Context: an optimization exercise on an open-source flow, tuned for small area and a short achievable clock period. The choices shown serve that exercise and are no tape-out recipe. The RTL was checked by simulation tests, not by an equivalence proof against the original design.

## flow/design.v (module list and top-level ports; edited modules follow where they fit)
// module MAC: 1296 lines
// module FA: 6 lines
// module INV: 5 lines
// module AOI21: 5 lines
// module OAI21: 5 lines
// module NAND2: 5 lines
// module NOR2: 5 lines
// module XOR2: 5 lines
// module XNOR2: 5 lines
// module HA: 6 lines
module MAC(A,B,out,clk,reset);
  // ...
==> flow/flow/run.sh <==
#!/bin/bash
# The standard layout (standard.sh: standard synthesis and ORFS flow, SDC unchanged),
# with a hook after repair_design that sizes the port buffers and the operand inverters
# (hooks.tcl); knobs.sh holds the cell choices. make's output goes to make_flow.log, each
# ORFS step's log to orfs/logs/.
set -euo pipefail
HERE=$(cd "$(dirname "$0")" && pwd)
source "$HERE/knobs.sh"
export PORT_BUF_IN PORT_BUF_OUT OPND_INV DOWNSIZE HOOK_MARGIN
EXTRA=()
if [[ -n "${CTS_ARGS_K:-}" ]]; then EXTRA+=("CTS_ARGS=$CTS_ARGS_K"); fi
bash standard.sh BUFFER_PORTS_ARGS="-buffer_cell $PORT_BUF_IN" POST_RESIZE_TCL="$HERE/hooks.tcl" SETUP_SLACK_MARGIN=$MARGIN ${EXTRA[@]+"${EXTRA[@]}"} finish > make_flow.log 2>&1
==> flow/flow/hooks.tcl <==
# Sourced by ORFS after repair_design in the resize step (POST_RESIZE_TCL).
# Port buffers: inputs get $::env(PORT_BUF_IN), outputs $::env(PORT_BUF_OUT).
# Inverters fed by an input buffer (the operand inverters of the NOR partial
# products, each driving 16 gates) get $::env(OPND_INV).
set block [ord::get_db_block]
set n_in 0; set n_out 0; set n_inv 0
foreach bterm [$block getBTerms] {
  set net [$bterm getNet]
  if {$net eq "NULL"} continue
  set name [$bterm getName]
  if {$name eq "clk"} continue
  if {[$bterm getIoType] eq "INPUT"} {
    foreach it [$net getITerms] {
      set inst [$it getInst]
      set m [[$inst getMaster] getName]
      if {![string match "sky130_fd_sc_hd__*buf*" $m]} continue
      if {$m ne $::env(PORT_BUF_IN)} { replace_cell [get_cells [$inst getName]] [get_lib_cells $::env(PORT_BUF_IN)] }
      incr n_in
      foreach ot [$inst getITerms] {
        if {![$ot isOutputSignal]} continue
        set onet [$ot getNet]
        if {$onet eq "NULL"} continue
        foreach lt [$onet getITerms] {
          set li [$lt getInst]
          set lm [[$li getMaster] getName]
          if {[string match "sky130_fd_sc_hd__inv_*" $lm] && [$lt isInputSignal] && $::env(OPND_INV) ne ""} {
            replace_cell [get_cells [$li getName]] [get_lib_cells $::env(OPND_INV)]
            incr n_inv
          }
        }
      }
    }
  } else {
    foreach it [$net getITerms] {
      if {![$it isOutputSignal]} continue
      set inst [$it getInst]
      set m [[$inst getMaster] getName]
      if {![string match "sky130_fd_sc_hd__*buf*" $m]} continue
      if {$m ne $::env(PORT_BUF_OUT)} { replace_cell [get_cells [$inst getName]] [get_lib_cells $::env(PORT_BUF_OUT)] }
      incr n_out
    }
  }
}
puts "hooks: $n_in input buffers, $n_out output buffers, $n_inv operand inverters resized"

# Optional: every other cell to its drive-1 size (synthesis picks larger ones for speed),
# then repair_timing aiming at $::env(HOOK_MARGIN) ns of setup slack, so that only the
# cells on the paths that set the achieved period are sized up.
if {[info exists ::env(DOWNSIZE)] && $::env(DOWNSIZE)} {
  set n_down 0
  foreach inst [$block getInsts] {
    set m [[$inst getMaster] getName]
    if {[string match "*dfrtp*" $m] || [string match "*dfstp*" $m]} continue
    if {![regexp {^(sky130_fd_sc_hd__[a-z0-9]+)_([0-9]+)$} $m -> base sz]} continue
    if {$sz <= 1} continue
    set iname [$inst getName]
    if {[string match "input*" $iname] || [string match "output*" $iname]} continue
    if {[string match "sky130_fd_sc_hd__inv*" $m] && $::env(OPND_INV) eq $m} continue
    set lc [get_lib_cells -quiet ${base}_1]
    if {$lc eq ""} continue
    replace_cell [get_cells $iname] $lc
    incr n_down
  }
  puts "hooks: $n_down cells downsized"
}
if {[info exists ::env(HOOK_MARGIN)] && $::env(HOOK_MARGIN) > 0} {
  estimate_parasitics -placement
  puts "hooks: worst slack before [sta::worst_slack_cmd max]"
  repair_timing -setup -setup_margin $::env(HOOK_MARGIN) -match_cell_footprint -verbose
  puts "hooks: worst slack after [sta::worst_slack_cmd max]"
}
==> flow/flow/knobs.sh <==
PORT_BUF_IN=sky130_fd_sc_hd__buf_1
PORT_BUF_OUT=sky130_fd_sc_hd__buf_2
OPND_INV=sky130_fd_sc_hd__inv_4
MARGIN=0
DOWNSIZE=0
HOOK_MARGIN=0
CTS_ARGS_K="-sink_clustering_enable -repair_clock_nets -dont_use_dummy_load -buf_list sky130_fd_sc_hd__clkbuf_8"
==> flow/standard.sh <==
#!/bin/bash
# synth_recipe.tcl (not shown) runs the flow's synth.tcl, then flattens the netlist and writes it again
# the make line also repeats each setting of config.mk as NAME=value (left out here)
make -C /OpenROAD-flow-scripts/flow DESIGN_CONFIG=/design/flow/config.mk WORK_HOME=/design/flow/orfs CLKGATE_MAP_FILE= SYNTH_SCRIPT=/design/flow/synth_recipe.tcl "${@:-finish}"
==> flow/config.mk <==
export PLATFORM = sky130hd
export DESIGN_NAME = MAC
export DESIGN_NICKNAME = MAC
export VERILOG_FILES = /design/flow/design.v
export SDC_FILE = /design/flow/constraint.sdc
export NUM_CORES = 4
export LEC_CHECK = 0
export CAP_MARGIN = 20
export CORE_MARGIN = 2
export CORE_UTILIZATION = 40
export SLEW_MARGIN = 20
export SYNTH_HIERARCHICAL = 1
==> flow/constraint.sdc <==
create_clock -name core_clock -period 18.0 [get_ports {clk}]
set_input_delay 3.6000 -clock core_clock [delete_from_list [all_inputs] [get_ports {clk}]]
set_output_delay 3.6000 -clock core_clock [all_outputs]
set_load 0.01 [all_outputs]
==> impl.org, run 1 <==
** CTS
- In this run, post-CTS hold repair placed 0 buffers.
- Gates resized, CTS repair :: 0
- Counting the buffers created by CTS gives 9.

** Route
- Dividing the detail-routed wire length by the instance count gives 20.4 µm.
- DR top layer :: met4
- Number of remaining DRC errors :: 0
- The routed design has between 20 and 25 mm of wire.
- DRC violation total after the first TritonRoute iteration :: about 450
- In this run the remaining antenna-violating nets after routing total 0.
- Met3 Wirelength :: roughly 1.3 mm

** Critical path
- Along the worst path, the maximum fanout reaches 5.
- STA classifies the critical path endpoint as an output port.
- Among all stages on the critical path, the largest delay is contributed by o21ai_1.
- The largest single stage delay on the critical path is 0.57 ns.
- Nature of the critical path startpoint :: flip-flop

** Logic synthesis
- Number of storage elements in the synthesis netlist :: 63
- Counting flops with a built-in enable in the synthesized netlist gives 0.
- After technology mapping, the gate count stands at 883.
- Of the post-synthesis cell area, the part taken by muxes is 0%.
- Synth Area in Compound Gates :: under 10%

** Floorplan
- The region available for standard cell placement spans 0.0242 mm².
- I/O Pins :: 70

** Worst hold path
- The path with the worst hold slack has its endpoint at x[35].
- Type of the most critical hold path :: flip-flop to flip-flop

** Global routing
- The via count of the first global-routing pass came to 6,948.
- Aggregate global routing overflow :: 0
- The number of antenna violations at the first check in global routing is 0.

** STA
- Max Transition Viols Final :: 0
- The worst path in the final design needs a cycle of 6.73 ns, including I/O delays and setup.
- Maximum clock skew at final layout :: 0.0366 ns

** Finish
- Share of the final layout cell area in multi-input gates :: about 72%
- Ranked by total area, the top cell class in this layout is multi-input gates.
- Fraction of the core area covered by cells at the end of the flow :: 40.4%
- The finished cells cover 0.00980 mm².
- Layout overhead on the synthesized area :: -0.419%

** Placement
- Total of buffers placed on input and output ports :: between 60 and 70
- The congestion estimate from routability-driven global placement came to 0.841.

** Run status
- The flow ran to the end and the layout has no timing, DRC or antenna violations.
==> run 2: changes to the inputs <==
--- a/flow/config.mk
+++ b/flow/config.mk
@@ -7,6 +7,7 @@
 export LEC_CHECK = 0
 export CAP_MARGIN = 20
 export CORE_MARGIN = 2
-export CORE_UTILIZATION = 40
+export CORE_UTILIZATION = 75
+export PLACE_DENSITY = 0.9
 export SLEW_MARGIN = 20
 export SYNTH_HIERARCHICAL = 1
==> run 2 against run 1 <==
Compared with the run above:
- clock-buffer cell count unchanged
- design area decreased by 2.3%
- via count increased by 7.4%
- first-iteration DRC count increased by 71%
- non-clock buffer count decreased by 5
- flip-flop and latch count unchanged
- utilization increased by 35 points
- die area decreased by 46%
- critical path type unchanged
- critical endpoint unchanged
==> impl.org, run 2 <==
** Logic synthesis
- Number of enable-type register cells in the synthesized netlist :: 0 (unchanged)
- Top cell types by occurrence after synthesis :: 256 x nor2_1, 229 x fa_1, 63 x dfrtp_1 (unchanged)
- The cell accounting for the most synthesized area was fa_1 (unchanged).
- The commonest register cell after synthesis was dfrtp_1 (unchanged).
- The proportion of register bits with asynchronous set or reset after synthesis came to 100% (unchanged).
- Syn Area/Cell :: 11.2 µm² (unchanged)
- Top post-synthesis cells by area: fa_1 47%, dfrtp_1 16%, nor2_1 9.8% (unchanged).
- The netlist area before placement came to 0.00985 mm² (unchanged).
- The flip-flop and latch count after synthesis was 63 (unchanged).
- Yosys warning total :: 7 (unchanged)
- Yosys cell types :: 14 (unchanged)
- The number of instances in the synthesized netlist was 883 (unchanged).
- Synth top area share :: 46.6% (unchanged)
- Cell with the most instances after synthesis :: nor2_1 (unchanged)
- The total nets after synthesis came to 1,189 (unchanged).
- Sequential share of the synthesized area :: 16.0% (unchanged)

** Route
- The number of iterations in the first detailed-routing pass was 6 (was 4).
- Via count :: 6,611 (was 6,157)
- WL per Instance :: 23.1 µm (was 20.4 µm)
- Number of remaining DRC errors :: 0 (unchanged)
- The iteration-0 DRC count of the detailed router was 770 (was 449).
- Per-cell via count in the routed design :: 6.39 (was 5.17)
- The total wire length is 23.9 mm (was 24.3 mm).
- The count of nets left with antenna violations after detail routing was 0 (unchanged).

** Floorplan
- Total Die Area :: 0.0141 mm² (was 0.0259 mm²)
- Initial core utilization :: 77.4% (was 40.6%)
- Die outline width :: 119 µm (was 161 µm)
- The boundary pin count was 70 (unchanged).
- Die height :: 119 µm (was 161 µm)
- Number of standard-cell rows in the floorplan :: 41 (was 57)
- The area of the placeable core is 0.0127 mm² (was 0.0242 mm²).

** Finish
- The ratio of cells with drive above 1 in the final layout came to 16.9% (was 17.4%).
- The most common cell after layout, fill and taps aside is nor2_1 (unchanged).
- The number of inserted diodes came to 0 (unchanged).
- Largest registers ranked by flip-flop count :: x: 36 flops, y: 26 flops, cr: 1 flops (unchanged)
- The largest register by flop count was x (unchanged).
- Layout overhead on the synthesized area :: -2.73% (was -0.419%)
- The number of flip-flops under the largest register name came to 36 (unchanged).
- Finished Layout Cells :: 1,034 (was 1,191)
- Most frequent cells in the layout :: 256 x nor2_1, 229 x fa_1, 63 x dfrtp_1 (unchanged)
- The final standard cell utilization of the core was 75.3% (was 40.4%).
- Final layout net count :: 1,170 (was 1,175)

** STA
- The measured slew at the worst slew-check pin came to 0.816 ns (was 0.849 ns).
- The sum of negative setup slack came to 0 ns (unchanged).
- Clock period minus worst slack :: 6.83 ns (was 6.73 ns)
- The part of the cycle the worst path needs is 37.9% (was 37.4%).
- The final-report max-slew violation count came to 0 (unchanged).
- Relative slew margins :: 45.6% (was 43.4%)
- Maximum clock skew at final layout :: 0.0185 ns (was 0.0366 ns)
- Final number of hold-violating endpoints :: 0 (unchanged)
- Setup repair after global routing missed its margin: no (unchanged).
- The achievable clock frequency came to 0.146 GHz (was 0.149 GHz).
- Number of setup violations in the final report :: 0 (unchanged)

** Critical path
- The data arrival time of the critical path came to 3.23 ns (was 3.13 ns).
- Worst setup path category :: flip-flop to output port (unchanged)
- The worst endpoint required time was 14.40 ns (about the same).
- The kind of capture point of the worst setup path was an output port (unchanged).
- CP max FO :: 5 (unchanged)
- The kind of launch point of the worst setup path is a flip-flop (unchanged).

** CTS
- The library cell used as clock root buffer is clkbuf_8 (unchanged).
- The number of buffers on the longest clock path was 2 (unchanged).
- The number of gates resized after cts was 0 (unchanged).
- Post-CTS setup buffer count :: 0 (unchanged)
- The maximum level of the CTS H-tree came to 3 (unchanged).
- The CTS buffer count was 9 (unchanged).
- Clock-pin slew of the registers on the worst-case setup and hold paths :: 0.06 ns (was 0.07 ns)
- Sink count of the clock tree :: 63 (unchanged)
- Clock latency on the worst-skew pair :: 0.37 ns (was 0.38 ns)
- The number of buffers added to fix hold violations after cts came to 0 (unchanged).
- The clock tree from TritonCTS was done (unchanged).

** Global routing
- The total routing usage reported by global routing is 36.0% (was 20.2%).
- Maximum number of pins on one net before global-route repair :: 64 (unchanged)
- The via count of the first global-routing pass was 7,240 (was 6,948).
- The global-route wire length before repair came to 37.7 mm (was 39.2 mm).
- The global route total overflow is 0 (unchanged).
- Antenna violations before repair :: 0 (unchanged)

** Worst hold path
- The class of the most critical hold timing path is flip-flop to flip-flop (unchanged).

** Job
- The count of max-cap constraint violations was 0 (unchanged).

** Placement
- The final weighted congestion in routability-driven placement is 0.909 (was 0.841).
- The total placed cells including tap cells is 1,025 (was 1,182).
- Dpl hpwl :: 17.9 mm (was 19.0 mm)
- The number of I/O port buffers came to 69 (unchanged).

** Run status
- Status: no timing/DRC/antenna violations (unchanged).
-- run 2: cell counts after synthesis --
No cell type changed its count.
-- run 2: stage by stage --
stage	setup WS, ns	cell area [µm²]	hold WS [ns]
global route	11.08	9580	0.499
global placement	10.74	9330	0.447
CTS	11.29	9580	0.484
finish	11.17	9580	0.471
floorplan	11.19	9850	0.435
detailed placement	11.03	9450	0.476
-- run 2: logic make-up (layout without fill, tap and decap cells) --
group                    count (synthesis)  in the layout  synth area share, %
AO/OA/AOI/OAI                           70             70                 5.31
AND/OR/NAND/NOR                        304            304                 12.1
adder cells (fa/ha/maj)                272            272                 52.0
XOR/XNOR                                30             30                 2.67
flip-flops                              63             63                 16.0
buffers and inverters                  144            123                 11.9
-- run 2: modules after synthesis, one instance, submodules excluded --
module / cell area, µm² / flip-flops and latches
XNOR2: 8.76 / 0
NAND2: 3.75 / 0
MAC: 3600 / 63
FA: 20.0 / 0
NOR2: 3.75 / 0
OAI21: 5.00 / 0
AOI21: 8.76 / 0
XOR2: 8.76 / 0
INV: 3.75 / 0
HA: 12.5 / 0
-- run 2: final timing paths --
check / cells after the start / from / slack [ns] / to
worst max-delay path: 8 / x[6] / 11.17 / out[17]
worst min-delay path: 1 / x[35] / 0.47 / x[35]
worst max register to register: 13 / x[6] / 12.39 / y[18]
worst min register to register: 1 / x[35] / 0.47 / x[35]
max in group asynchronous: 3 / reset / 13.98 / cr
min in group asynchronous: 3 / reset / 3.48 / x[31]
-- run 2: layout make-up --
class                      count  area [µm²]
fill                         830        3150
sequential                    63        1580
tap                          172         215
multi-input combinational    676        7100
clock buffer                   9         124
timing repair buffer          70         312
inverter                      44         248
-- run 2: layer usage --
| metal | global-route usage [%] | wire length, µm | vias to the layer above |
|---|---|---|---|
| met5 | 0 | 0 | - |
| met4 | 15.6 | 1120 | 0 |
| met3 | 10.6 | 3240 | 125 |
| met2 | 56.0 | 11200 | 603 |
| met1 | 47.8 | 8310 | 3290 |
| li1 | - | - | 2593 |
-- run 2: critical path, stage by stage (launching register included) --
cell	delay, ns
dfrtp_1	0.37
ha_1	0.35
nand2_1	0.13
o21ai_1	0.54
inv_1	0.11
o21ai_1	0.43
a21oi_2	0.12
xnor2_1	0.56
buf_2	0.26
==> run 3: changes to the inputs <==
--- a/flow/config.mk
+++ b/flow/config.mk
@@ -7,7 +7,7 @@
 export LEC_CHECK = 0
 export CAP_MARGIN = 20
 export CORE_MARGIN = 2
-export CORE_UTILIZATION = 75
-export PLACE_DENSITY = 0.9
+export CORE_UTILIZATION = 60
+export PLACE_DENSITY = 0.8
 export SLEW_MARGIN = 20
 export SYNTH_HIERARCHICAL = 1
==> run 3 against run 2 <==
Compared with the run above:
- fmax grew 1.2%
- critical endpoint unchanged
- wire length shrank 4.4%
- still clean
- largest cell class unchanged
- first-iteration DRC count shrank 26%
- critical path depth is the same
- clock-buffer cell count is the same
- critical path type unchanged
- global-route usage shrank 8.4 points
==> impl.org, run 3 <==
** Route
- Total iterations of the first detailed-routing run :: 5 (was 6)
- The via count came to 6,310 (was 6,611).
- The via-per-instance ratio came to 5.85 (was 6.39).
- The count of nets left with antenna violations after detail routing was 0 (unchanged).
- DRC violation total after the first TritonRoute iteration :: 570 (was 770)
- The routed length per placed instance was 21.2 µm (was 23.1 µm).
- The total DRC errors in the routed layout is 0 (unchanged).
- The total wire length is 22.8 mm (was 23.9 mm).

** Worst hold path
- Source of the worst hold timing path :: x[35] (unchanged)
- The hold-critical path depth came to 1 (unchanged).
- Sink of the worst hold path :: x[35] (unchanged)
- The class of the most critical hold timing path was flip-flop to flip-flop (unchanged).

** STA
- Max Clk Rate :: 0.148 GHz (was 0.146 GHz)
- Final number of hold-violating endpoints :: 0 (unchanged)
- Relative slew margins :: 45.8% (was 45.6%)
- The part of the cycle the worst path needs was 37.5% (was 37.9%).
- Transition time at the pin with the least slew margin :: 0.814 ns (was 0.816 ns)
- Setup TNS :: 0 ns (unchanged)
- Setup repair after global routing missed its margin: no (unchanged).
- Maximum clock skew at final layout :: 0.0265 ns (was 0.0185 ns)
- Max Transition Viols Final :: 0 (unchanged)
- The shortest period the worst path allows was 6.74 ns (was 6.83 ns).
- Number of setup violations in the final report :: 0 (unchanged)

** Logic synthesis
- The netlist area before placement came to 0.00985 mm² (unchanged).
- Fraction of registers with async set/reset :: 100% (unchanged)
- The commonest register cell after synthesis was dfrtp_1 (unchanged).
- The area share of the leading cell type in the synthesized netlist came to 46.6% (unchanged).
- The cell accounting for the most synthesized area was fa_1 (unchanged).
- The total nets after synthesis is 1,189 (unchanged).
- The synthesized area per cell came to 11.2 µm² (unchanged).
- Number of storage elements in the synthesis netlist :: 63 (unchanged)
- The share of synthesized area occupied by flip-flops and latches is 16.0% (unchanged).
- Yosys cell types :: 14 (unchanged)
- The number of enable flip-flop cells after synthesis was 0 (unchanged).
- Yosys warning total :: 7 (unchanged)
- Top cell types by occurrence after synthesis :: 256 x nor2_1, 229 x fa_1, 63 x dfrtp_1 (unchanged)
- Top post-synthesis cells by area: fa_1 47%, dfrtp_1 16%, nor2_1 9.8% (unchanged).
- Post-Synthesis Cells :: 883 (unchanged)
- The dominant cell by count in the synthesized netlist is nor2_1 (unchanged).

** CTS
- Clock latency on the worst-skew pair :: 0.37 ns (about the same)
- Sink count of the clock tree :: 63 (unchanged)
- Gates resized, CTS repair :: 0 (unchanged)
- The library cell used as clock root buffer is clkbuf_8 (unchanged).
- The clock tree from TritonCTS was done (unchanged).
- CTS buffer count :: 9 (unchanged)
- Clock-pin slew of the registers on the worst-case setup and hold paths :: 0.09 ns (was 0.06 ns)
- The maximum level of the CTS H-tree was 3 (unchanged).
- Post-CTS setup buffer count :: 0 (unchanged)
- The number of buffers added to fix hold violations after cts is 0 (unchanged).
- Buffer levels on the longest clock path :: 2 (unchanged)

** Global routing
- The largest net degree at the start of global routing was 64 (unchanged).
- Vias in the first global route :: 6,935 (was 7,240)
- The number of antenna violations at the first check in global routing came to 0 (unchanged).
- Aggregate global routing overflow :: 0 (unchanged)
- GRT Total Usage :: 27.6% (was 36.0%)
- Global-route wire length before repair :: 36.5 mm (was 37.7 mm)

** Critical path
- Worst setup path category :: flip-flop to output port (unchanged)
- Critical path data arrival time :: 3.14 ns (was 3.23 ns)
- Slowest stage cell, crit path :: xnor2_1 (unchanged)
- Reg-to-Reg Start :: x[6] (unchanged)
- Reg-to-reg endpoint :: y[18] (unchanged)
- The delay of the slowest cell on the worst path was 0.57 ns (was 0.56 ns).
- The kind of capture point of the worst setup path is an output port (unchanged).
- Worst EP required :: 14.40 ns (about the same)
- The most prevalent standard cell on the critical path is o21ai_1 (unchanged).
- Nature of the critical path startpoint :: flip-flop (unchanged)
- Chain of cells forming the critical path: ha_1 -> nand2_1 -> o21ai_1 -> inv_1 -> o21ai_1 -> a21oi_2 -> xnor2_1 -> buf_2 (unchanged).
- The slack of the worst reg-to-reg path is 12.50 ns (was 12.39 ns).
- The number of cells on the worst reg-to-reg path is 13 (unchanged).
- The critical-path maximum fanout came to 5 (unchanged).

** Floorplan
- Die outline width :: 132 µm (was 119 µm)
- Total Die Area :: 0.0175 mm² (was 0.0141 mm²)
- The number of placement rows was 46 (was 41).
- The y dimension of the die came to 132 µm (was 119 µm).
- Area of the core region :: 0.0159 mm² (was 0.0127 mm²)
- The boundary pin count is 70 (unchanged).
- Initial core utilization :: 61.8% (was 77.4%)

** Placement
- Total of buffers placed on input and output ports :: 69 (unchanged)
- Dpl hpwl :: 17.7 mm (was 17.9 mm)
- The final weighted congestion in routability-driven placement came to 0.876 (was 0.909).

** Finish
- Largest registers ranked by flip-flop count :: x: 36 flops, y: 26 flops, cr: 1 flops (unchanged)
- The number of inserted diodes was 0 (unchanged).
- Number of flip-flops in the largest register :: 36 (unchanged)
- The synthesis-to-layout area growth was -2.17% (was -2.73%).
- Fraction of the core area covered by cells at the end of the flow :: 60.4% (was 75.3%)
- The filler cell count in the final layout came to 1,263 (was 830).
- Register with the most flip-flops :: x (unchanged)
- Final layout net count :: 1,170 (unchanged)
- Most frequent cells in the layout: 256 x nor2_1, 229 x fa_1, 63 x dfrtp_1 (unchanged).
- Commonest non-fill, non-tap cell in the layout :: nor2_1 (unchanged)
- The ratio of cells with drive above 1 in the final layout was 16.9% (unchanged).

** Run status
- Status :: no timing/DRC/antenna violations (unchanged)

** Job
- # Max-Cap Violations :: 0 (unchanged)
==> run 3: cell counts in the layout (fill, tap and decap cells not counted) <==
No cell type changed its count.
==> run 3: worst max-delay path by stage <==
stage | start | to | slack, ns | cells after the start
floorplan | A[10] | y[17] | 11.19 | 10
global route | x[7] | out[17] | 11.11 | 8
CTS | x[6] | out[17] | 11.24 | 8
finish | x[6] | out[17] | 11.26 | 8
global placement | B[14] | y[16] | 10.71 | 9
detailed placement | B[15] | y[16] | 11.04 | 9
==> run 3: cell families after synthesis <==
| kind of cell | Yosys count | share of synthesized area [%] |
|---|---|---|
| AO/OA/AOI/OAI | 70 | 5.31 |
| XOR/XNOR | 30 | 2.67 |
| adder cells (fa/ha/maj) | 272 | 52.0 |
| buffers and inverters | 144 | 11.9 |
| flip-flops | 63 | 16.0 |
| AND/OR/NAND/NOR | 304 | 12.1 |
==> run 3: per-module statistics from Yosys, one instance, submodules excluded, a selection <==
module	copies in the design	area, µm²
XNOR2	24	8.76
FA	229	20.0
NOR2	21	3.75
HA	43	12.5
AOI21	46	8.76
XOR2	6	8.76
INV	43	3.75
==> run 3: per-stage QoR <==
stage | hold slack [ns] | instance area, µm² | worst slack [ns] | std cells
floorplan | 0.435 | 9850 | 11.19 | 883
global placement | 0.470 | 9380 | 10.71 | 1069
detailed placement | 0.455 | 9510 | 11.04 | 1069
CTS | 0.468 | 9630 | 11.24 | 1078
global route | 0.481 | 9630 | 11.11 | 1078
finish | 0.458 | 9630 | 11.26 | 1078
==> run 3: critical path, delay by kind of cell, from the launching register on <==
family / cells / cell delay, ns
compound gates: 3 / 1.04
xor+xnor: 1 / 0.57
flops: 1 / 0.37
fa+ha+maj: 1 / 0.34
buf+inv: 2 / 0.34
simple gates: 1 / 0.13
==> run 3: layout make-up <==
type,instances,area [µm²],area share (%)
clock buffers,9,124,1.29
inverters,44,248,2.57
multi-input cells,676,7100,73.7
flip-flops and latches,63,1580,16.4
well taps,216,270,2.81
repair buffers,70,312,3.23
==> run 3: metal layers <==
metal	vias up	global-route usage (%)	wire length [µm]	share of wire, %
met2	407	44.7	11100	49
met4	0	11.7	911	4.0
met1	3220	37.0	8580	38
li1	2594	-	-	-
met5	-	0	0	0
met3	89	5.42	2250	9.9
==> run 4: changes to the inputs <==
==> flow/flow/knobs.sh (replaced) <==
PORT_BUF_IN=sky130_fd_sc_hd__buf_1
PORT_BUF_OUT=sky130_fd_sc_hd__buf_2
OPND_INV=sky130_fd_sc_hd__inv_4
MARGIN=0
DOWNSIZE=1
HOOK_MARGIN=0
CTS_ARGS_K="-sink_clustering_enable -repair_clock_nets -dont_use_dummy_load -buf_list sky130_fd_sc_hd__clkbuf_8"
==> run 4 against run 3 <==
Compared with the run above:
- global-route usage barely moved
- critical path depth rose by 1
- clock-buffer cell count did not move
- still clean
- die area did not move
- final cell count barely moved
- clock skew rose by 0.0056 ns
- utilization fell by 1.2 points
- synthesized cell count did not move
- area after synthesis did not move
- first-iteration DRC count fell by 16%
- highest routed layer unchanged
- register-to-register slack improved by 0.11 ns
==> impl.org, run 4 <==
** CTS
- Clock-pin slew of the registers on the worst-case setup and hold paths :: 0.09 ns (about the same)
- The number of buffers added to fix hold violations after cts is 0 (unchanged).
- CTS buffer count :: 9 (unchanged)
- CTS Root Buffer Type :: clkbuf_8 (unchanged)
- The number of buffers added for setup after CTS was 0 (unchanged).
- The number of buffers on the longest clock path is 2 (unchanged).
- The maximum level of the CTS H-tree came to 3 (unchanged).
- Sink count of the clock tree :: 63 (unchanged)
- The number of gates resized after cts is 0 (unchanged).
- Clock latency on the worst-skew pair :: 0.36 ns (was 0.37 ns)
- CTS tree :: done (unchanged)

** Critical path
- The worst endpoint required time came to 18.22 ns (was 14.40 ns).
- Reg-to-reg endpoint :: y[18] (unchanged)
- The number of cells on the worst reg-to-reg path was 13 (unchanged).
- The critical-path maximum fanout was 16 (was 5).
- The kind of launch point of the worst setup path was an input port (was flip-flop).
- Worst setup path category :: input port to flip-flop (was flip-flop to output port)
- The kind of capture point of the worst setup path is a flip-flop (was output port).
- The slack of the worst reg-to-reg path was 12.61 ns (was 12.50 ns).
- Reg-to-Reg Start :: x[6] (unchanged)
- Critical path data arrival time :: 6.84 ns (was 3.14 ns)

** Finish
- Register with the most flip-flops :: x (unchanged)
- The ratio of cells with drive above 1 in the final layout is 9.27% (was 16.9%).
- Number of flip-flops in the largest register :: 36 (unchanged)
- The number of inserted diodes was 0 (unchanged).
- Largest registers ranked by flip-flop count: x: 36 flops, y: 26 flops, cr: 1 flops (unchanged).
- The final standard cell utilization of the core is 59.2% (was 60.4%).
- Most frequent cells in the layout :: 277 x nor2_1, 229 x fa_1, 63 x dfrtp_1 (was 256 x nor2_1, 229 x fa_1, 63 x dfrtp_1)
- The final standard cell count with taps included and fillers excluded came to 1,079 (was 1,078).
- Commonest non-fill, non-tap cell in the layout :: nor2_1 (unchanged)
- The net count reported at finish came to 1,171 (was 1,170).
- Layout overhead on the synthesized area :: -4.18% (was -2.17%)

** Logic synthesis
- The count of different cell masters after synthesis is 14 (unchanged).
- Cell with the most instances after synthesis :: nor2_1 (unchanged)
- The proportion of register bits with asynchronous set or reset after synthesis was 100% (unchanged).
- The post-synthesis share of cell area spent on and, or, nand and nor gates was 12.1% (unchanged).
- The flip-flop and latch count after synthesis was 63 (unchanged).
- The largest family of logic cells by synthesized area was adder cells (unchanged).
- The number of instances in the synthesized netlist came to 883 (unchanged).
- The fraction of the mapped netlist area in compound gates was 5.31% (unchanged).
- Cell type with the highest aggregate area in the netlist :: fa_1 (unchanged)
- Synthesized-area fraction occupied by adder cells :: 52.0% (unchanged)
- Sequential share of the synthesized area :: 16.0% (unchanged)
- The netlist area before placement was 0.00985 mm² (unchanged).
- Fraction of synthesized cell area in xor and xnor cells :: 2.67% (unchanged)
- The total number of yosys warnings was 7 (unchanged).
- Top post-synthesis cells by area :: fa_1 47%, dfrtp_1 16%, nor2_1 9.8% (unchanged)
- Number of enable-type register cells in the synthesized netlist :: 0 (unchanged)
- Fraction of synthesized area in multiplexers :: 0% (unchanged)
- Top cell types by occurrence after synthesis :: 256 x nor2_1, 229 x fa_1, 63 x dfrtp_1 (unchanged)
- Synth top area share :: 46.6% (unchanged)
- Syn Area/Cell :: 11.2 µm² (unchanged)
- Leading register cell type out of synthesis :: dfrtp_1 (unchanged)
- The total nets after synthesis was 1,189 (unchanged).

** Global routing
- Antenna violations before repair :: 0 (unchanged)
- The largest net degree at the start of global routing was 64 (unchanged).
- The via count of the first global-routing pass is 7,028 (was 6,935).
- Aggregate global routing overflow :: 0 (unchanged)
- GRT Total Usage :: 27.6% (about the same)
- The global-route wire length before repair came to 36.6 mm (was 36.5 mm).

** STA
- Final number of hold-violating endpoints :: 0 (unchanged)
- Final period util :: 36.8% (was 37.5%)
- Setup repair after global routing missed its margin: no (unchanged).
- Max Transition Viols Final :: 0 (unchanged)
- Max Clk Rate :: 0.151 GHz (was 0.148 GHz)
- Clock period minus worst slack :: 6.63 ns (was 6.74 ns)
- Relative slew margins :: 52.2% (was 45.8%)
- Worst hold margin :: 0.458 ns (about the same)
- The final setup violation count came to 0 (unchanged).
- The measured slew at the worst slew-check pin came to 0.712 ns (was 0.814 ns).
- The worst clock skew is 0.0322 ns (was 0.0265 ns).
- Setup TNS :: 0 ns (unchanged)

** Floorplan
- The boundary pin count is 70 (unchanged).
- The overall die width came to 132 µm (unchanged).
- Total Die Area :: 0.0175 mm² (unchanged)
- The area of the placeable core is 0.0159 mm² (unchanged).
- Die height :: 132 µm (unchanged)
- Initial core utilization :: 61.8% (unchanged)
- Number of standard-cell rows in the floorplan :: 46 (unchanged)

** Route
- Post-route antenna net violation count :: 0 (unchanged)
- DRC violation total after the first TritonRoute iteration :: 476 (was 570)
- The total DRC errors in the routed layout was 0 (unchanged).
- The via count came to 6,343 (was 6,310).
- Per-cell via count in the routed design :: 5.88 (was 5.85)
- Sum of routed wire length over all layers :: 22.8 mm (about the same)
- WL per Instance :: 21.1 µm (was 21.2 µm)
- Total iterations of the first detailed-routing run :: 6 (was 5)

** Placement
- Placed insts :: 1,069 (unchanged)
- The detailed placement HPWL is 17.7 mm (about the same).
- Gpl congestion :: 0.876 (unchanged)
- Total of buffers placed on input and output ports :: 69 (unchanged)

** Job
- The count of max-cap constraint violations is 0 (unchanged).

** Run status
- Status :: no timing/DRC/antenna violations (unchanged)

** Worst hold path
- The class of the most critical hold timing path is flip-flop to flip-flop (unchanged).
- The hold-critical path depth was 1 (unchanged).
- The start point of the worst hold path is x[35] (unchanged).
- Sink of the worst hold path :: x[35] (unchanged)
-- run 4: worst max path at each step --
stage               startpoint  endpoint  slack, ns  cells past startpoint
finish                   A[12]     y[17]      11.37                      9
global route              x[7]   out[17]      11.24                      8
CTS                      reset     y[10]      11.23                      3
detailed placement       reset      x[0]      10.91                      3
global placement         B[14]     y[16]      10.71                      9
floorplan                A[10]     y[17]      11.19                     10
-- run 4: critical path, cell delays in order --
cell and delay [ns]:
buf_1 0.10, inv_4 0.21, nor2_1 0.10, fa_1 0.57
fa_1 0.46, fa_1 0.47, fa_1 0.39, fa_1 0.53
fa_1 0.41
-- run 4: cell type report --
type | count | area (µm²)
fill | 1325 | 6510
multi-input combinational | 676 | 6880
clock buffer | 9 | 124
sequential | 63 | 1580
timing repair buffer | 71 | 339
tap | 216 | 270
inverter | 44 | 248
-- run 4: metrics by stage --
step	area [µm²]	worst slack [ns]
2_1_floorplan	9850	11.19
3_3_place_gp	9380	10.71
3_5_place_dp	9280	10.91
4_1_cts	9400	11.23
5_1_grt	9430	11.24
6_report	9430	11.37
-- run 4: per-module statistics from Yosys, one instance, submodules excluded, excerpt --
module,cells inside,times used,flops+latches,area [µm²]
MAC,420,1,63,3600
OAI21,1,24,0,5.00
XOR2,1,6,0,8.76
NAND2,1,27,0,3.75
HA,1,43,0,12.5
INV,1,43,0,3.75
FA,1,229,0,20.0
AOI21,1,46,0,8.76
XNOR2,1,24,0,8.76
-- run 4: layer usage --
metal  track usage [%]  routed length [µm]  part of all wire, %  up-vias
li1                  -                   -                    -     2597
met3              5.69                2490                   11       72
met1              37.6                8460                   37     3218
met2              44.1               10900                   48      456
met4              11.2                 949                  4.2        0
met5                 0                   0                    0        -
-- run 4: logic make-up after synthesis --
logic type / count (synthesis)
AO/OA/AOI/OAI: 70
XOR/XNOR: 30
flip-flops: 63
buffers and inverters: 144
AND/OR/NAND/NOR: 304
adder cells (fa/ha/maj): 272
==> run 5: changes to the inputs <==
--- a/flow/config.mk
+++ b/flow/config.mk
@@ -8,6 +8,7 @@
 export CAP_MARGIN = 20
 export CORE_MARGIN = 2
 export CORE_UTILIZATION = 60
+export GPL_ROUTABILITY_DRIVEN = 0
 export PLACE_DENSITY = 0.8
 export SLEW_MARGIN = 20
 export SYNTH_HIERARCHICAL = 1
==> run 5 against run 4 <==
Compared with the run above:
- die area unchanged
- synthesized cell count unchanged
- global-route usage unchanged
- flip-flop and latch count unchanged
- design area unchanged
- still clean on timing, DRC and antenna
- critical endpoint unchanged
- highest routed layer unchanged
- utilization unchanged
- via count unchanged
- clock skew unchanged
- final cell count unchanged
- sequential share of layout area unchanged
==> impl.org, run 5 <==
** Route
- The routed length per placed instance was 21.1 µm (unchanged).
- DRC violation total after the first TritonRoute iteration :: 476 (unchanged)
- The total wire length was 22.8 mm (unchanged).
- Via count :: 6,343 (unchanged)
- The total DRC errors in the routed layout was 0 (unchanged).
- The number of iterations in the first detailed-routing pass came to 6 (unchanged).
- The count of nets left with antenna violations after detail routing is 0 (unchanged).
- Per-cell via count in the routed design :: 5.88 (unchanged)

** STA
- The achievable clock frequency came to 0.151 GHz (unchanged).
- Maximum clock skew at final layout :: 0.0322 ns (unchanged)
- The final setup violation count came to 0 (unchanged).
- Setup TNS :: 0 ns (unchanged)
- Clock period minus worst slack :: 6.63 ns (unchanged)
- The measured slew at the worst slew-check pin was 0.712 ns (unchanged).
- Setup repair after global routing missed its margin: no (unchanged).
- The worst max-slew margin expressed relative to the limit was 52.2% (unchanged).
- The final number of hold-violating endpoints was 0 (unchanged).
- Worst setup slack after layout :: 11.37 ns (unchanged)
- The final-report max-slew violation count is 0 (unchanged).
- Final period util :: 36.8% (unchanged)

** Logic synthesis
- The area share of the leading cell type in the synthesized netlist is 46.6% (unchanged).
- Fraction of registers with async set/reset :: 100% (unchanged)
- Top cell types by occurrence after synthesis: 256 x nor2_1, 229 x fa_1, 63 x dfrtp_1 (unchanged).
- The cell accounting for the most synthesized area is fa_1 (unchanged).
- Sequential share of the synthesized area :: 16.0% (unchanged)
- Syn Area/Cell :: 11.2 µm² (unchanged)
- Number of storage elements in the synthesis netlist :: 63 (unchanged)
- The dominant cell by count in the synthesized netlist is nor2_1 (unchanged).
- Number of nets in the synthesized netlist :: 1,189 (unchanged)
- Yosys cell types :: 14 (unchanged)
- The commonest register cell after synthesis was dfrtp_1 (unchanged).
- Post-Synthesis Cells :: 883 (unchanged)
- Yosys warning total :: 7 (unchanged)
- Top post-synthesis cells by area: fa_1 47%, dfrtp_1 16%, nor2_1 9.8% (unchanged).
- Number of enable-type register cells in the synthesized netlist :: 0 (unchanged)
- Post-synth design cell area :: 0.00985 mm² (unchanged)

** Floorplan
- The boundary pin count was 70 (unchanged).
- Die height :: 132 µm (unchanged)
- The area of the placeable core was 0.0159 mm² (unchanged).
- Number of standard-cell rows in the floorplan :: 46 (unchanged)
- The die outline area is 0.0175 mm² (unchanged).
- Initial core utilization :: 61.8% (unchanged)
- Die outline width :: 132 µm (unchanged)

** Finish
- Layout overhead on the synthesized area :: -4.18% (unchanged)
- Largest registers ranked by flip-flop count :: x: 36 flops, y: 26 flops, cr: 1 flops (unchanged)
- The ratio of cells with drive above 1 in the final layout came to 9.27% (unchanged).
- The final standard cell utilization of the core was 59.2% (unchanged).
- Final layout net count :: 1,171 (unchanged)
- The filler cell count in the final layout was 1,325 (unchanged).
- The number of flip-flops under the largest register name came to 36 (unchanged).
- Antenna Diode Count :: 0 (unchanged)
- The most common cell after layout, fill and taps aside is nor2_1 (unchanged).
- Register with the most flip-flops :: x (unchanged)
- Most frequent cells in the layout :: 277 x nor2_1, 229 x fa_1, 63 x dfrtp_1 (unchanged)

** Critical path
- Category of the worst setup path capture point :: flip-flop (unchanged)
- The data arrival time of the critical path came to 6.84 ns (about the same).
- The kind of launch point of the worst setup path was an input port (unchanged).
- Worst setup path category :: input port to flip-flop (unchanged)
- The worst endpoint required time was 18.22 ns (about the same).
- The critical-path maximum fanout came to 16 (unchanged).

** CTS
- The clock sink count is 63 (unchanged).
- Level count of the clock H-tree :: 3 (unchanged)
- The number of buffers added for setup after CTS came to 0 (unchanged).
- Clock latency on the worst-skew pair :: 0.36 ns (about the same)
- The clock tree from TritonCTS is done (unchanged).
- CTS buffer count :: 9 (unchanged)
- Hold-fix buffers at CTS :: 0 (unchanged)
- Clock-pin slew of the registers on the worst-case setup and hold paths :: 0.09 ns (about the same)
- The library cell used as clock root buffer is clkbuf_8 (unchanged).
- Gates resized, CTS repair :: 0 (unchanged)
- The number of buffers on the longest clock path is 2 (unchanged).

** Run status
- Status: no timing/DRC/antenna violations (unchanged).

** Placement
- Dpl hpwl :: 17.7 mm (unchanged)
- The number of I/O port buffers came to 69 (unchanged).
- Placement-stage worst setup slack :: 10.91 ns (unchanged)

** Worst hold path
- The class of the most critical hold timing path is flip-flop to flip-flop (unchanged).

** Job
- The count of max-cap constraint violations was 0 (unchanged).

** Global routing
- The number of antenna violations at the first check in global routing is 0 (unchanged).
- Global-route wire length before repair :: 36.6 mm (unchanged)
- The total routing usage reported by global routing was 27.6% (unchanged).
- The largest net degree at the start of global routing was 64 (unchanged).
- The global route total overflow was 0 (unchanged).
- The via count of the first global-routing pass came to 7,028 (unchanged).
[run 5: cells by family after synthesis]
kind of cell / count (synthesis) / synth area share, %
simple gates: 304 / 12.1
fa+ha+maj: 272 / 52.0
buf+inv: 144 / 11.9
compound gates: 70 / 5.31
flops: 63 / 16.0
xor+xnor: 30 / 2.67
[run 5: Yosys stat by module (local to each module, per instance)]
module  times used  flops+latches  area, µm²
AOI21           46              0       8.76
FA             229              0       20.0
HA              43              0       12.5
INV             43              0       3.75
MAC              1             63       3600
NAND2           27              0       3.75
NOR2            21              0       3.75
OAI21           24              0       5.00
XNOR2           24              0       8.76
XOR2             6              0       8.76
[run 5: area by class of cell]
cell class | count | area, µm² | share of cell area (%)
Clock buffer | 9 | 124 | 1.31
Inverter | 44 | 248 | 2.63
Timing Repair Buffer | 71 | 339 | 3.59
Multi-Input combinational cell | 676 | 6880 | 72.9
Sequential cell | 63 | 1580 | 16.7
Tap cell | 216 | 270 | 2.86
[run 5: per-stage QoR]
| stage | instances | hold slack [ns] | instance area (µm²) |
|---|---|---|---|
| global route | 1079 | 0.480 | 9430 |
| detailed placement | 1069 | 0.455 | 9280 |
| floorplan | 883 | 0.435 | 9850 |
| CTS | 1078 | 0.467 | 9400 |
| finish | 1079 | 0.458 | 9430 |
| global placement | 1069 | 0.470 | 9380 |
[run 5: worst max-delay path: stages]
cell and delay (ns):
buf_1 0.10, inv_4 0.21, nor2_1 0.10, fa_1 0.57, fa_1 0.46, fa_1 0.47
fa_1 0.39, fa_1 0.53, fa_1 0.41
[run 5: final timing paths]
kind	startpoint	to	slack, ns	depth (start not counted)
max reg2reg	x[6]	y[18]	12.61	13
min reg2reg	x[35]	x[35]	0.46	1
min	x[35]	x[35]	0.46	1
min in group asynchronous	reset	x[32]	3.24	3
max	A[12]	y[17]	11.37	9
max in group asynchronous	reset	y[10]	14.22	4
[run 5: layer usage]
metal	track usage [%]	up-vias	part of all wire [%]
met5	0	-	0
met2	44.1	456	48
met4	11.2	0	4.2
met1	37.6	3218	37
li1	-	2597	-
met3	5.69	72	11
==> run 6: changes to the inputs <==
--- a/flow/flow/knobs.sh
+++ b/flow/flow/knobs.sh
@@ -1,5 +1,5 @@
 PORT_BUF_IN=sky130_fd_sc_hd__buf_1
-PORT_BUF_OUT=sky130_fd_sc_hd__buf_2
+PORT_BUF_OUT=sky130_fd_sc_hd__buf_1
 OPND_INV=sky130_fd_sc_hd__inv_4
 MARGIN=0
 DOWNSIZE=1
--- a/flow/config.mk
+++ b/flow/config.mk
@@ -8,7 +8,6 @@
 export CAP_MARGIN = 20
 export CORE_MARGIN = 2
 export CORE_UTILIZATION = 60
-export GPL_ROUTABILITY_DRIVEN = 0
 export PLACE_DENSITY = 0.8
 export SLEW_MARGIN = 20
 export SYNTH_HIERARCHICAL = 1
==> run 6 against run 5 <==
Compared with the run above:
- die area is the same
- via count shrank 0.16%
- non-clock buffer count is the same
- fmax shrank 0.55%
- synthesized cell count is the same
- critical path depth grew 1
==> impl.org, run 6 <==
** Global routing
- Global-route wire length before repair :: 36.4 mm (was 36.6 mm)
- The global route total overflow came to 0 (unchanged).
- Maximum number of pins on one net before global-route repair :: 64 (unchanged)
- GRT Total Usage :: 27.6% (about the same)
- The number of antenna violations at the first check in global routing is 0 (unchanged).
- Vias in the first global route :: 6,972 (was 7,028)

** Worst hold path
- Worst Hold Path Cells :: 1 (unchanged)
- The terminating pin of the worst hold path is x[35] (unchanged).
- The start point of the worst hold path is x[35] (unchanged).
- Type of the most critical hold path :: flip-flop to flip-flop (unchanged)

** Logic synthesis
- Fraction of synthesized area in multiplexers :: 0% (unchanged)
- The number of enable flip-flop cells after synthesis is 0 (unchanged).
- Fraction of registers with async set/reset :: 100% (unchanged)
- The share of synthesized area occupied by flip-flops and latches was 16.0% (unchanged).
- The area share of the leading cell type in the synthesized netlist came to 46.6% (unchanged).
- The number of instances in the synthesized netlist is 883 (unchanged).
- Cell type with the highest aggregate area in the netlist :: fa_1 (unchanged)
- The fraction of the mapped netlist area in compound gates is 5.31% (unchanged).
- The synthesized area per cell was 11.2 µm² (unchanged).
- Leading register cell type out of synthesis :: dfrtp_1 (unchanged)
- Fraction of synthesized cell area in xor and xnor cells :: 2.67% (unchanged)
- The adder-cell share of the synthesized area came to 52.0% (unchanged).
- Post-synthesis share of cell area spent on and, or, nand and nor gates :: 12.1% (unchanged)
- Yosys warning total :: 7 (unchanged)
- Cell with the most instances after synthesis :: nor2_1 (unchanged)
- The largest family of logic cells by synthesized area is adder cells (unchanged).
- The netlist area before placement came to 0.00985 mm² (unchanged).
- The count of different cell masters after synthesis is 14 (unchanged).
- Top cell types by occurrence after synthesis :: 256 x nor2_1, 229 x fa_1, 63 x dfrtp_1 (unchanged)
- Top post-synthesis cells by area: fa_1 47%, dfrtp_1 16%, nor2_1 9.8% (unchanged).
- The total nets after synthesis came to 1,189 (unchanged).
- The flip-flop and latch count after synthesis is 63 (unchanged).

** Critical path
- The slowest cell on the critical path was a21oi_1 (was fa_1).
- The cell class contributing the biggest share of worst-path delay was compound AO/OA/AOI/OAI gates (was adder cells).
- Reg-to-reg endpoint :: y[18] (unchanged)
- Critical path data arrival time :: 3.07 ns (was 6.84 ns)
- The most prevalent standard cell on the critical path was a21oi_1 (was fa_1).
- Worst stage delay on the critical path :: 0.42 ns (was 0.57 ns)
- The kind of launch point of the worst setup path was a flip-flop (was input port).
- Chain of cells forming the critical path: ha_1 -> a21oi_1 -> o21ai_1 -> a21oi_1 -> o21ai_1 -> a21oi_1 -> inv_1 -> a21oi_1 -> xnor2_1 -> buf_1 (was buf_1 -> inv_4 -> nor2_1 -> fa_1 -> fa_1 -> fa_1 -> fa_1 -> fa_1 -> fa_1).
- The worst endpoint required time was 14.40 ns (was 18.22 ns).
- Category of the worst setup path capture point :: output port (was flip-flop)
- CP max FO :: 3 (was 16)
- Buffering stage count on the worst path with inverters included :: 2 (unchanged)
- The classification of the worst setup path was flip-flop to output port (was input port to flip-flop).
- The number of cells on the worst reg-to-reg path is 13 (unchanged).
- Reg-to-reg slack, setup :: 12.55 ns (was 12.61 ns)
- The launch instance of the worst register-to-register path is x[6] (unchanged).

** CTS
- The number of buffers added for setup after CTS was 0 (unchanged).
- Sink count of the clock tree :: 63 (unchanged)
- The number of buffers added to fix hold violations after cts came to 0 (unchanged).
- Gates resized, CTS repair :: 0 (unchanged)
- The insertion delay to the later sink of the worst-skew pair is 0.36 ns (about the same).
- The library cell used as clock root buffer was clkbuf_8 (unchanged).
- Level count of the clock H-tree :: 3 (unchanged)
- CTS buffer count :: 9 (unchanged)
- The number of buffers on the longest clock path is 2 (unchanged).
- The clock slew at the register clock pins of the worst setup and hold paths came to 0.08 ns (was 0.09 ns).
- The clock tree from TritonCTS is done (unchanged).

** STA
- Setup repair after global routing missed its margin: no (unchanged).
- The minimum hold slack was 0.460 ns (was 0.458 ns).
- Setup TNS :: 0 ns (unchanged)
- The post-route worst setup slack was 11.33 ns (was 11.37 ns).
- Relative slew margins :: 51.7% (was 52.2%)
- The final number of hold-violating endpoints came to 0 (unchanged).
- The part of the cycle the worst path needs came to 37.0% (was 36.8%).
- Transition time at the pin with the least slew margin :: 0.720 ns (was 0.712 ns)
- The achievable clock frequency came to 0.150 GHz (was 0.151 GHz).
- Clock period minus worst slack :: 6.67 ns (was 6.63 ns)
- Max Transition Viols Final :: 0 (unchanged)
- Number of setup violations in the final report :: 0 (unchanged)
- The worst clock skew came to 0.0237 ns (was 0.0322 ns).

** Job
- The count of max-cap constraint violations came to 0 (unchanged).

** Route
- The routed length per placed instance is 21.4 µm (was 21.1 µm).
- Sum of routed wire length over all layers :: 23.1 mm (was 22.8 mm)
- The total DRC errors in the routed layout is 0 (unchanged).
- The iteration-0 DRC count of the detailed router was 477 (was 476).
- The via count is 6,333 (was 6,343).
- The number of iterations in the first detailed-routing pass was 6 (unchanged).
- Post-route antenna net violation count :: 0 (unchanged)
- Per-cell via count in the routed design :: 5.87 (was 5.88)

** Placement
- Total of buffers placed on input and output ports :: 69 (unchanged)
- The detailed placement HPWL came to 17.7 mm (about the same).
- The worst slack at placement was 10.92 ns (was 10.91 ns).
- Post-DP Area :: 0.00923 mm² (was 0.00928 mm²)
- Gpl congestion :: ~0.88

** Floorplan
- The area of the placeable core came to 0.0159 mm² (unchanged).
- The y dimension of the die came to 132 µm (unchanged).
- The number of placement rows was 46 (unchanged).
- The die outline area was 0.0175 mm² (unchanged).
- Die outline width :: 132 µm (unchanged)
- The initial core utilization was 61.8% (unchanged).
- I/O Pins :: 70 (unchanged)

** Finish
- The filler cell count in the final layout is 1,326 (was 1,325).
- Largest registers ranked by flip-flop count :: x: 36 flops, y: 26 flops, cr: 1 flops (unchanged)
- The number of flip-flops under the largest register name came to 36 (unchanged).
- The net count reported at finish came to 1,171 (unchanged).
- Most frequent cells in the layout :: 277 x nor2_1, 229 x fa_1, 69 x buf_1 (was 277 x nor2_1, 229 x fa_1, 63 x dfrtp_1)
- Non-Filler Cell Area, Final :: 0.00939 mm² (was 0.00943 mm²)
- The most common cell after layout, fill and taps aside was nor2_1 (unchanged).
- Fraction of final layout cells with drive strength greater than 1 :: 5.10% (was 9.27%)
- The number of inserted diodes came to 0 (unchanged).
- Layout overhead on the synthesized area :: -4.64% (was -4.18%)
- The final standard cell utilization of the core came to 58.9% (was 59.2%).
- Register with the most flip-flops :: x (unchanged)

** Run status
- Status :: no timing/DRC/antenna violations (unchanged)
==> run 6: Yosys stat by module (local to each module, per instance), excerpt <==
module	cell area (µm²)	flops+latches	cells	copies in the design
MAC	3600	63	420	1
FA	20.0	0	1	229
HA	12.5	0	1	43
XOR2	8.76	0	1	6
AOI21	8.76	0	1	46
OAI21	5.00	0	1	24
NAND2	3.75	0	1	27
INV	3.75	0	1	43
NOR2	3.75	0	1	21
==> run 6: worst max-delay path by stage <==
stage          start  endpoint  slack [ns]  cells after the start
2_1_floorplan  A[10]     y[17]       11.19                     10
5_1_grt        x[21]   out[23]       11.26                     10
6_report       x[21]   out[23]       11.33                     10
3_3_place_gp   B[14]     y[16]       10.71                      9
4_1_cts        reset     y[11]       11.30                      3
3_5_place_dp   reset      x[0]       10.92                      3
==> run 6: layout make-up <==
type	count	area, µm²	share of cell area (%)
Sequential cell	63	1580	16.8
Multi-Input combinational cell	676	6880	73.2
Inverter	44	248	2.64
Clock buffer	9	124	1.32
Tap cell	216	270	2.88
Timing Repair Buffer	71	294	3.13
==> run 6: cell families (layout without fill, tap and decap cells) <==
family / Yosys count / after routing
compound gates: 70 / 70
fa+ha+maj: 272 / 272
simple gates: 304 / 304
xor+xnor: 30 / 30
flops: 63 / 63
buf+inv: 144 / 124
==> run 6: worst reg2reg max path, cell delays in order (launching register included) <==
cell and delay [ns]:
dfrtp_1 0.36, ha_1 0.32, nand2_1 0.13, o21ai_1 0.44
inv_1 0.08, o21ai_1 0.32, a21oi_1 0.16, xnor2_1 0.62
fa_1 0.54, fa_1 0.56, fa_1 0.43, fa_1 0.40
fa_1 0.52, fa_1 0.42
==> run 6: routing by layer <==
| layer | up-vias | GRT usage, % | share of wire (%) |
|---|---|---|---|
| met3 | 78 | 5.54 | 8.9 |
| met2 | 396 | 44.0 | 48 |
| met5 | - | 0 | 0 |
| li1 | 2596 | - | - |
| met1 | 3263 | 37.2 | 39 |
| met4 | 0 | 12.1 | 4.1 |
==> run 6: per-stage QoR <==
step / std cells
2_1_floorplan: 883
3_3_place_gp: 1069
3_5_place_dp: 1069
4_1_cts: 1078
5_1_grt: 1079
6_report: 1079
==> run 7: changes to the inputs <==
--- a/flow/flow/knobs.sh
+++ b/flow/flow/knobs.sh
@@ -1,6 +1,6 @@
 PORT_BUF_IN=sky130_fd_sc_hd__buf_1
 PORT_BUF_OUT=sky130_fd_sc_hd__buf_1
-OPND_INV=sky130_fd_sc_hd__inv_4
+OPND_INV=sky130_fd_sc_hd__inv_2
 MARGIN=0
 DOWNSIZE=1
 HOOK_MARGIN=0
==> run 7 against run 6 <==
Compared with the run above:
- critical path depth decreased by 1
- synthesized cell count unchanged
- flip-flop and latch count unchanged
- register-to-register slack improved by 0.10 ns
- utilization decreased by 0.52 points
- non-clock buffer count unchanged
- critical endpoint is now y[15]
==> impl.org, run 7 <==
** Global routing
- The largest net degree at the start of global routing came to 64 (unchanged).
- GRT Total Usage :: 27.7% (was 27.6%)
- Antenna violations before repair :: 0 (unchanged)
- Global-route wire length before repair :: 36.5 mm (was 36.4 mm)
- The global route total overflow is 0 (unchanged).
- Vias in the first global route :: 6,974 (was 6,972)

** Floorplan
- Die height :: 132 µm (unchanged)
- The boundary pin count came to 70 (unchanged).
- Initial core utilization :: 61.8% (unchanged)
- Die outline width :: 132 µm (unchanged)
- Total Die Area :: 0.0175 mm² (unchanged)
- Area of the core region :: 0.0159 mm² (unchanged)
- The number of placement rows came to 46 (unchanged).

** Finish
- Final layout net count :: 1,171 (unchanged)
- The largest register by flop count is x (unchanged).
- The most common cell after layout, fill and taps aside is nor2_1 (unchanged).
- Fill count :: 1,355 (was 1,326)
- Number of flip-flops in the largest register :: 36 (unchanged)
- The synthesis-to-layout area growth is -5.48% (was -4.64%).
- The ratio of cells with drive above 1 in the final layout came to 5.10% (unchanged).
- Register cell area after layout :: 0.00158 mm² (unchanged)
- The total area of multi-input combinational cells came to 0.00688 mm² (unchanged).
- Most frequent cells in the layout :: 277 x nor2_1, 229 x fa_1, 69 x buf_1 (unchanged)
- The number of inserted diodes came to 0 (unchanged).
- Largest registers ranked by flip-flop count :: x: 36 flops, y: 26 flops, cr: 1 flops (unchanged)

** Logic synthesis
- The cell accounting for the most synthesized area is fa_1 (unchanged).
- The dominant cell by count in the synthesized netlist is nor2_1 (unchanged).
- Top post-synthesis cells by area :: fa_1 47%, dfrtp_1 16%, nor2_1 9.8% (unchanged)
- Post-Synthesis Cells :: 883 (unchanged)
- Fraction of registers with async set/reset :: 100% (unchanged)
- Synth Area in Compound Gates :: 5.31% (unchanged)
- Syn Area/Cell :: 11.2 µm² (unchanged)
- Number of enable-type register cells in the synthesized netlist :: 0 (unchanged)
- Post-synthesis share of cell area spent on and, or, nand and nor gates :: 12.1% (unchanged)
- Synth top area share :: 46.6% (unchanged)
- Yosys warning total :: 7 (unchanged)
- The flip-flop and latch count after synthesis was 63 (unchanged).
- Top cell types by occurrence after synthesis :: 256 x nor2_1, 229 x fa_1, 63 x dfrtp_1 (unchanged)
- Sequential share of the synthesized area :: 16.0% (unchanged)
- Post-synth design cell area :: 0.00985 mm² (unchanged)
- Synthesized-area fraction occupied by adder cells :: 52.0% (unchanged)
- The commonest register cell after synthesis is dfrtp_1 (unchanged).
- Fraction of synthesized area in multiplexers :: 0% (unchanged)
- Fraction of synthesized cell area in xor and xnor cells :: 2.67% (unchanged)
- Number of nets in the synthesized netlist :: 1,189 (unchanged)
- Yosys cell types :: 14 (unchanged)
- The largest family of logic cells by synthesized area is adder cells (unchanged).

** Critical path
- The data arrival time of the critical path was 6.97 ns (was 3.07 ns).
- CP max FO :: 16 (was 3)
- Worst setup path category :: input port to flip-flop (was flip-flop to output port)
- The kind of launch point of the worst setup path is an input port (was flip-flop).
- Category of the worst setup path capture point :: flip-flop (was output port)
- Worst EP required :: 18.23 ns (was 14.40 ns)

** STA
- Max Clk Rate :: 0.148 GHz (was 0.150 GHz)
- The worst clock skew came to 0.0244 ns (was 0.0237 ns).
- Worst hold margin :: 0.460 ns (about the same)
- Setup repair after global routing missed its margin: no (unchanged).
- Relative slew margins :: 55.7% (was 51.7%)
- Setup TNS :: 0 ns (unchanged)
- Transition time at the pin with the least slew margin :: 0.660 ns (was 0.720 ns)
- The part of the cycle the worst path needs came to 37.5% (was 37.0%).
- The final-report max-slew violation count is 0 (unchanged).
- Number of setup violations in the final report :: 0 (unchanged)
- The final number of hold-violating endpoints was 0 (unchanged).
- The shortest period the worst path allows came to 6.75 ns (was 6.67 ns).

** CTS
- Post-CTS setup buffer count :: 0 (unchanged)
- The number of gates resized after cts was 0 (unchanged).
- Level count of the clock H-tree :: 3 (unchanged)
- The insertion delay to the later sink of the worst-skew pair came to 0.36 ns (about the same).
- Hold-fix buffers at CTS :: 0 (unchanged)
- CTS tree :: done (unchanged)
- The clock slew at the register clock pins of the worst setup and hold paths is 0.08 ns (about the same).
- CTS buffer count :: 9 (unchanged)
- CTS Root Buffer Type :: clkbuf_8 (unchanged)
- The clock sink count came to 63 (unchanged).
- The number of buffers on the longest clock path came to 2 (unchanged).

** Route
- Total iterations of the first detailed-routing run :: 5 (was 6)
- Number of remaining DRC errors :: 0 (unchanged)
- The via count was 6,273 (was 6,333).
- Post-route antenna net violation count :: 0 (unchanged)
- The total wire length came to 22.8 mm (was 23.1 mm).
- DRC violation total after the first TritonRoute iteration :: 474 (was 477)
- The via-per-instance ratio was 5.81 (was 5.87).
- WL per Instance :: 21.2 µm (was 21.4 µm)

** Placement
- Total of buffers placed on input and output ports :: 69 (unchanged)
- The final weighted congestion in routability-driven placement was 0.876 (unchanged).
- The detailed placement HPWL was 17.6 mm (was 17.7 mm).

** Worst hold path
- Type of the most critical hold path :: flip-flop to flip-flop (unchanged)

** Job
- The count of max-cap constraint violations came to 0 (unchanged).

** Run status
- Status: no timing/DRC/antenna violations (unchanged).
## run 7: cells by family (layout without fill, tap and decap cells)
kind of cell	Yosys count	count (layout)
DFF	63	63
buffers and inverters	144	124
xor gates and xnor gates	30	30
adders and majority gates	272	272
and+or+nand+nor	304	304
AOI/OAI and AO/OA	70	70
## run 7: through the flow
stage / std cells / area, µm² / util, % / setup slack, ns
after floorplan: 883 / 9850 / - / 11.19
after global placement: 1069 / 9380 / 58.8 / 10.71
after detailed placement: 1069 / 9150 / 57.4 / 10.88
after CTS: 1078 / 9280 / 58.2 / 11.27
after global routing: 1079 / 9310 / 58.4 / 11.20
final: 1079 / 9310 / 58.4 / 11.25
## run 7: worst paths after layout
kind,from,end,slack [ns],cells past startpoint
hold / removal,x[35],x[35],0.46,1
setup / recovery,B[14],y[15],11.25,9
hold reg to reg,x[35],x[35],0.46,1
setup reg to reg,x[6],y[18],12.65,13
max in group asynchronous,reset,x[4],14.25,4
min in group asynchronous,reset,x[32],3.21,3
## run 7: area by class of cell
type                       instances  area share [%]
timing repair buffer              71            3.16
tap                              216            2.90
inverter                          44            1.77
multi-input combinational        676            73.9
clock buffer                       9            1.33
sequential                        63            16.9
## run 7: routing by layer
layer  GRT usage [%]  part of all wire, %  routed length, µm  up-vias
li1                -                    -                  -     2594
met1            36.9                   39               8820     3215
met2            44.3                   48              11000      386
met3            5.84                  9.0               2060       78
met4            12.2                  4.3                975        0
met5               0                    0                  0        -
## run 7: per-module statistics from Yosys (local to each module, per instance), excerpt
module  times used  flip-flops and latches  area [µm²]  cells
HA              43                       0        12.5      1
INV             43                       0        3.75      1
XOR2             6                       0        8.76      1
NAND2           27                       0        3.75      1
FA             229                       0        20.0      1
NOR2            21                       0        3.75      1
OAI21           24                       0        5.00      1
## run 7: worst max-delay path, stage by stage
cell and delay (ns):
buf_1 0.08, inv_2 0.32, nor2_1 0.13, fa_1 0.55
fa_1 0.44, fa_1 0.49, fa_1 0.41, fa_1 0.54
fa_1 0.41

-- port drivers added, routing unchanged --
How much do the figures lean on ideal ports? The routed layouts below were timed once more, with nothing changed but the port constraints.
Step 1 assumes that a clkbuf_16 drives the clock port and a buf_2 every other input.
Step 2, shift: input delay + t, output delay - t, t = (earliest + latest rising clock arrival at the registers) / 2. This alone moves slack from input paths to output paths.
a / b / c = no drivers / after step 1 / after step 2; a / b = the first two.
| run | t, ns | setup slack, ns | worst setup path after step 2 | worst register clock-pin slew, ns | worst slew at a driven data input, ns |
|---|---|---|---|---|---|
| run 1 | 0.409 | 11.273 / 11.228 / 10.907 | input to register | 0.09 / 0.09 | 0.03 |
| run 2 | 0.393 | 11.172 / 11.138 / 10.969 | input to register | 0.08 / 0.08 | 0.04 |
| run 3 | 0.390 | 11.256 / 11.220 / 10.999 | input to register | 0.09 / 0.09 | 0.03 |
| run 4 | 0.386 | 11.371 / 11.345 / 11.003 | input to register | 0.09 / 0.09 | 0.03 |
| run 5 | 0.386 | 11.371 / 11.345 / 11.003 | input to register | 0.09 / 0.09 | 0.03 |
| run 6 | 0.388 | 11.334 / 11.298 / 11.002 | input to register | 0.08 / 0.08 | 0.04 |
| run 7 | 0.392 | 11.252 / 11.268 / 10.877 | input to register | 0.08 / 0.08 | 0.04 |
After both steps setup and hold are still met in every run listed. For run 7, which loses most, drivers alone change the setup slack by +0.016 ns; drivers and shift together by -0.375 ns.
